Background: an optimization exercise with open tools, aiming at small area. Do not read the settings as production practice. Power and IR drop assume default switching activity. No driver is modelled on the clock port, so clocking that relies on it looks cheaper here than on a real chip.

==> flow/design.v <==
module aoi222 (input a1, a2, b1, b2, c1, c2, output y);
   assign y = ~((a1 & a2) | (b1 & b2) | (c1 & c2));
endmodule
module ao221 (input a1, a2, b1, b2, c, output y);
   assign y = (a1 & a2) | (b1 & b2) | c;
endmodule
module read_col (input [31:0] sel, input [31:0] d, output y);
   logic [9:0] t;
   logic [2:0] u;
   for (genvar k = 0; k < 10; k++) begin : g_t
      aoi222 u_t (.a1(sel[3*k]), .a2(d[3*k]), .b1(sel[3*k+1]), .b2(d[3*k+1]),
                  .c1(sel[3*k+2]), .c2(d[3*k+2]), .y(t[k]));
   end
   assign u[0] = ~&t[3:0];
   assign u[1] = ~&t[7:4];
   assign u[2] = ~&t[9:8];
   ao221 u_last (.a1(sel[30]), .a2(d[30]), .b1(sel[31]), .b2(d[31]), .c(|u), .y(y));
endmodule
module row_match (input [31:0] q, input [31:0] s, input v, output m_n);
   assign m_n = ~(v & (q == s));
endmodule
module cam #(parameter WIDTH = 32, parameter ADDR_WIDTH = 5)
  (
   input                         clk_i,
   input                         rst_i,
   input                         read_enable_i,
   input  [ADDR_WIDTH - 1 : 0]   read_index_i,
   input                         write_enable_i,
   input  [ADDR_WIDTH - 1 : 0]   write_index_i,
   input  [WIDTH - 1 : 0]        write_data_i,
   input                         search_enable_i,
   input  [WIDTH - 1 : 0]        search_data_i,
   output logic                  read_valid_o,
   output logic [WIDTH - 1 : 0]  read_value_o,
   output logic                  search_valid_o,
   output logic [ADDR_WIDTH - 1 : 0] search_index_o
   );
   localparam DEPTH = 1 << ADDR_WIDTH;
   logic [DEPTH - 1 : 0][WIDTH - 1 : 0] mem;
   logic [WIDTH - 1 : 0][DEPTH - 1 : 0] mem_t;
   logic [DEPTH - 1 : 0] valid;
   logic [DEPTH - 1 : 0] wen;
   logic [DEPTH - 1 : 0] rsel;
   logic [DEPTH - 1 : 0] match_n;
   logic [DEPTH - 1 : 0] match;
   assign match = ~match_n;
   generate
      for (genvar j = 0; j < DEPTH; j++) begin : g_row
         assign wen[j] = write_enable_i & (write_index_i == j);
         always_ff @(posedge clk_i)
           if (wen[j]) mem[j] <= write_data_i;
         always_ff @(posedge clk_i)
           if (rst_i) valid[j] <= 1'b0;
           else if (wen[j]) valid[j] <= 1'b1;
         assign rsel[j]  = (read_index_i == j);
         row_match u_match (.q(mem[j]), .s(search_data_i), .v(valid[j]), .m_n(match_n[j]));
         for (genvar b = 0; b < WIDTH; b++) begin : g_t
            assign mem_t[b][j] = mem[j][b];
         end
      end
      for (genvar b = 0; b < WIDTH; b++) begin : g_col
         read_col u_col (.sel(rsel), .d(mem_t[b]), .y(read_value_o[b]));
      end
   endgenerate
   assign read_valid_o = |(rsel & valid);
   always_comb begin
      search_valid_o = search_enable_i & (|match);
      search_index_o = '0;
      for (int j = DEPTH - 1; j >= 0; j--)
        if (match[j]) search_index_o = j[ADDR_WIDTH - 1 : 0];
   end
endmodule
clock: 10.0 ns
lec_check: 0
cap_margin: 0
core_margin: 2
core_utilization: 67
setup_slack_margin: 0.3
slew_margin: 0
synth_hierarchical: 1
synth_minimum_keep_size: 0
standard.sh (not shown) runs the stock make flow with config.mk's settings and CLKGATE_MAP_FILE= SYNTH_SCRIPT=/design/flow/synth_recipe.tcl, a recipe that flattens the netlist after the stock synthesis.
==> flow/flow/run.sh <==
#!/bin/bash
# Own flow: the standard layout (standard.sh), with these changes:
#  - the port buffers are sky130 buf_2 cells instead of the resizer's default
#  - clock tree: larger sink clusters on clkbuf_16, no dummy loads
# Each step's full output goes to the ORFS logs under orfs/logs/, and
# standard.sh's own output to standard.log in this folder.
set -euo pipefail
export BUFFER_PORTS_ARGS="-buffer_cell sky130_fd_sc_hd__buf_2"
export CTS_ARGS="-sink_clustering_enable -repair_clock_nets -sink_clustering_size 30 -sink_clustering_max_diameter 90 -buf_list sky130_fd_sc_hd__clkbuf_16 -dont_use_dummy_load"
bash standard.sh finish > standard.log 2>&1
Rerun with:
--- a/flow/design.v
+++ b/flow/design.v
@@ -13,14 +13,19 @@
    end
    assign u[0] = ~&t[3:0];
    assign u[1] = ~&t[7:4];
    assign u[2] = ~&t[9:8];
    ao221 u_last (.a1(sel[30]), .a2(d[30]), .b1(sel[31]), .b2(d[31]), .c(|u), .y(y));
 endmodule
-module row_match (input [31:0] q, input [31:0] s, input v, output m_n);
-   assign m_n = ~(v & (q == s));
+module cam_decoder (input en, input [4:0] idx, output logic [31:0] dec);
+   always_comb
+     for (int j = 0; j < 32; j++)
+       dec[j] = en & (idx == j);
+endmodule
+module row_match (input [31:0] q, input [31:0] s, input v, output m);
+   assign m = v & (q == s);
 endmodule
 module cam #(parameter WIDTH = 32, parameter ADDR_WIDTH = 5)
   (
    input                         clk_i,
    input                         rst_i,
    input                         read_enable_i,
@@ -36,36 +41,41 @@
    output logic [ADDR_WIDTH - 1 : 0] search_index_o
    );
    localparam DEPTH = 1 << ADDR_WIDTH;
    logic [DEPTH - 1 : 0][WIDTH - 1 : 0] mem;
    logic [WIDTH - 1 : 0][DEPTH - 1 : 0] mem_t;
    logic [DEPTH - 1 : 0] valid;
-   logic [DEPTH - 1 : 0] wen;
-   logic [DEPTH - 1 : 0] rsel;
-   logic [DEPTH - 1 : 0] match_n;
+   logic [DEPTH - 1 : 0] wen_lo, wen_hi;
+   logic [DEPTH - 1 : 0] rsel_lo, rsel_hi;
    logic [DEPTH - 1 : 0] match;
-   assign match = ~match_n;
    generate
       for (genvar j = 0; j < DEPTH; j++) begin : g_row
-         assign wen[j] = write_enable_i & (write_index_i == j);
          always_ff @(posedge clk_i)
-           if (wen[j]) mem[j] <= write_data_i;
+           if (wen_lo[j]) mem[j][WIDTH/2 - 1 : 0] <= write_data_i[WIDTH/2 - 1 : 0];
+         always_ff @(posedge clk_i)
+           if (wen_hi[j]) mem[j][WIDTH - 1 : WIDTH/2] <= write_data_i[WIDTH - 1 : WIDTH/2];
          always_ff @(posedge clk_i)
            if (rst_i) valid[j] <= 1'b0;
-           else if (wen[j]) valid[j] <= 1'b1;
-         assign rsel[j]  = (read_index_i == j);
-         row_match u_match (.q(mem[j]), .s(search_data_i), .v(valid[j]), .m_n(match_n[j]));
+           else if (wen_lo[j]) valid[j] <= 1'b1;
+         row_match u_match (.q(mem[j]), .s(search_data_i), .v(valid[j]), .m(match[j]));
          for (genvar b = 0; b < WIDTH; b++) begin : g_t
             assign mem_t[b][j] = mem[j][b];
          end
       end
-      for (genvar b = 0; b < WIDTH; b++) begin : g_col
-         read_col u_col (.sel(rsel), .d(mem_t[b]), .y(read_value_o[b]));
+      for (genvar b = 0; b < WIDTH/2; b++) begin : g_col_lo
+         read_col u_col (.sel(rsel_lo), .d(mem_t[b]), .y(read_value_o[b]));
+      end
+      for (genvar b = WIDTH/2; b < WIDTH; b++) begin : g_col_hi
+         read_col u_col (.sel(rsel_hi), .d(mem_t[b]), .y(read_value_o[b]));
       end
    endgenerate
-   assign read_valid_o = |(rsel & valid);
+   cam_decoder u_wdec_lo (.en(write_enable_i), .idx(write_index_i), .dec(wen_lo));
+   cam_decoder u_wdec_hi (.en(write_enable_i), .idx(write_index_i), .dec(wen_hi));
+   cam_decoder u_rdec_lo (.en(1'b1), .idx(read_index_i), .dec(rsel_lo));
+   cam_decoder u_rdec_hi (.en(1'b1), .idx(read_index_i), .dec(rsel_hi));
+   read_col u_vcol (.sel(rsel_hi), .d(valid), .y(read_valid_o));
    always_comb begin
       search_valid_o = search_enable_i & (|match);
       search_index_o = '0;
       for (int j = DEPTH - 1; j >= 0; j--)
         if (match[j]) search_index_o = j[ADDR_WIDTH - 1 : 0];
    end
With this change the flow completed, yet does not pass: capacitance limit, slew limit.
Via count came out higher by about 7%.
Maximum frequency falls by about 1.6%.
Final area went up by 1.8%.
Sequential cell count stays the same.
Die area is higher by about 0.8%.
Total power shrinks by about 0.33%.
No functional check of the RTL was part of any run of this note.

## afterwards: timing with drivers on the ports
No port has a modelled driver above. Below, the same layouts with a new extraction and two added sets of constraints. Step 1 sets driving cells, clkbuf_16 on the clock port and buf_2 on the other inputs (assumed; they add their load-dependent delay and slew). Step 2 times the ports against the registers' clock, not the clock port: input delays grow and output delays shrink by t, the midpoint of the rising clock arrivals with the driver on. Slacks: ideal / step 1 / step 2; pairs: ideal / step 1.
run | shift t [ns] | slack for setup (ns) | worst setup path at the end | slew at the worst register clock pin (ns)
the first run | 0.692 | 1.760 / 1.735 / 1.735 | input to output | 0.12 / 0.12
the second run | 0.695 | 1.624 / 1.596 / 1.596 | input to output | 0.12 / 0.12
For the second run, which loses most, drivers alone change the setup slack by -0.028 ns; drivers and shift together by -0.028 ns.
